From an optimization exercise on the open Yosys and OpenROAD flow, aimed at small area and a short achievable clock period; shortcuts taken in it are not production practice. Only simulation tests tie the RTL to the original design; equivalence was not proved. No activity file was given, so power comes from the tool's default toggle rates.

== onyx ==
// pmp
module pmp (
    input  logic                 clock, reset, wr_en,
    input  logic          [1:0]  oper, size, priv_mode,
    input  logic unsigned [31:0] addr, rw_addr,
    input  logic          [31:0] wdata,
    output logic          [31:0] rdata,
    output logic          [1:0]  permission
);
Size in the first run: about 9700 cells after synthesis, roughly 67000 µm² of cells after synthesis.
==> flow/config.mk <==
export PLATFORM = sky130hd
export DESIGN_NAME = pmp
export DESIGN_NICKNAME = pmp
export VERILOG_FILES = /design/flow/design.v
export SDC_FILE = /design/flow/constraint.sdc
export NUM_CORES = 4
export LEC_CHECK = 0
export CAP_MARGIN = 20
export CORE_MARGIN = 2
export CORE_UTILIZATION = 40
export PLACE_DENSITY = 0.55
export SLEW_MARGIN = 20
==> flow/constraint.sdc <==
create_clock -name core_clock -period 18.0 [get_ports {clock}]
set_input_delay 3.6000 -clock core_clock [delete_from_list [all_inputs] [get_ports {clock}]]
set_output_delay 3.6000 -clock core_clock [all_outputs]
set_load 0.01 [all_outputs]
standard.sh (not shown) runs the stock make flow with config.mk's settings and CLKGATE_MAP_FILE= SYNTH_SCRIPT=/design/flow/synth_recipe.tcl, a recipe that flattens the netlist after the stock synthesis.
==> flow/flow/run.sh <==
#!/bin/bash
# Own flow: the standard layout (standard.sh), with one change to synthesis:
# ABC maps for area ("map -a", keeping the balanced structure the RTL describes) instead of
# the delay script, and adders are left to ABC instead of being extracted into
# half/full-adder cells. Everything else (floorplan, power grid, placement,
# CTS, routing) is the standard flow, with repair_timing asked for more slack.
set -euo pipefail
W=$PWD
S=$W/scripts_area
rm -rf "$S"
cp -r "$FLOW_HOME/scripts" "$S"
cp "$W/flow/abc_area_map.script" "$S/abc_speed.script"
sed -i 's/^  extract_fa {\*}\[dont_use_extract_fa_args\]$/  # extract_fa skipped by this flow/' "$S/synth.tcl"
grep -q "extract_fa skipped by this flow" "$S/synth.tcl"
# repair_timing aims for 7 ns of setup slack (the 18 ns clock and the SDC are unchanged);
# every port still gets its own buffer, a buf_2 instead of the default delay buffer
bash standard.sh finish SCRIPTS_DIR="$S" SETUP_SLACK_MARGIN=7 \
    BUFFER_PORTS_ARGS="-buffer_cell sky130_fd_sc_hd__buf_2" > "$W/standard_flow.log" 2>&1
==> flow/flow/abc_area_map.script <==
strash
map -a
topo
For xenon, these inputs were changed with respect to onyx:
# onyx
export LEC_CHECK = 0
export CAP_MARGIN = 20
export CORE_MARGIN = 2
export CORE_UTILIZATION = 40
export PLACE_DENSITY = 0.55
export SLEW_MARGIN = 20
create_clock -name core_clock -period 18.0 [get_ports {clock}]
# xenon
export LEC_CHECK = 0
export CAP_MARGIN = 40
export CORE_MARGIN = 2
export CORE_UTILIZATION = 40
export PLACE_DENSITY = 0.55
export SLEW_MARGIN = 40
create_clock -name core_clock -period 18.0 [get_ports {clock}]
-- flow/flow/run.sh --
<<< onyx, line 3
# ABC maps for area ("map -a", keeping the balanced structure the RTL describes) instead of
>>> xenon, line 3
# ABC maps for area ("&nf -R 1000", keeping the balanced structure the RTL describes) instead of
<<< onyx, line 15
# repair_timing aims for 7 ns of setup slack (the 18 ns clock and the SDC are unchanged);
>>> xenon, line 15
# repair_timing aims for 6 ns of setup slack (the 18 ns clock and the SDC are unchanged);
<<< onyx, line 17
bash standard.sh finish SCRIPTS_DIR="$S" SETUP_SLACK_MARGIN=7 \
>>> xenon, line 17
bash standard.sh finish SCRIPTS_DIR="$S" SETUP_SLACK_MARGIN=6 \
==> flow/flow/abc_area_map.script <==
strash
&get -n
&nf -R 1000
&put
topo
Findings:
- Of xenon and onyx, it is xenon that has the higher share of the clock period used by the worst path.
- Side by side, switching share of total power turned out lower in xenon than in onyx.
- Of xenon and onyx, xenon shows the lower number of gates resized after CTS, with onyx above it.
- xenon reports its worst setup path endpoint as permission[0] while onyx reports permission[1].
- Area after synthesis shrinks slightly when moving from onyx to xenon.
- Sequential share of layout area delta for xenon relative to onyx: 0.89 points higher
- xenon ends up with a first-iteration DRC count that is 259 higher than in onyx.

-- what the ideal ports hide --
The flow's constraints put no driver on any port. The routed layouts listed below were extracted and timed again, unchanged, in two steps. Step 1 (the two cells are an assumption about what drives the block):
set clk [get_ports {clock}]
set_driving_cell -lib_cell sky130_fd_sc_hd__clkbuf_16 $clk
set_driving_cell -lib_cell sky130_fd_sc_hd__buf_2 [delete_from_list [all_inputs] $clk]
Step 2 adds t to the input delays and takes it off the output delays; t is the mean of the earliest and latest rising clock arrival at the registers after step 1. Input paths then give back, and output paths get back, about the clock's delay inside the block. a / b / c = no drivers / after step 1 / after step 2; a / b = the first two.
| run | shift t [ns] | setup WS [ns] | worst hold slack (ns) | worst data-port slew with drivers (ns) | cell pins on the clock port's net |
|---|---|---|---|---|---|
| onyx | 0.845 | 6.244 / 6.166 / 6.166 | 0.894 / 0.894 / 0.894 | 0.21 | 1 |
| xenon | 0.818 | 5.811 / 5.627 / 5.627 | 1.040 / 1.040 / 1.040 | 0.44 | 1 |
After both steps every run listed still meets setup and hold. For xenon, which loses most, drivers alone change the setup slack by -0.184 ns; drivers and shift together by -0.184 ns.
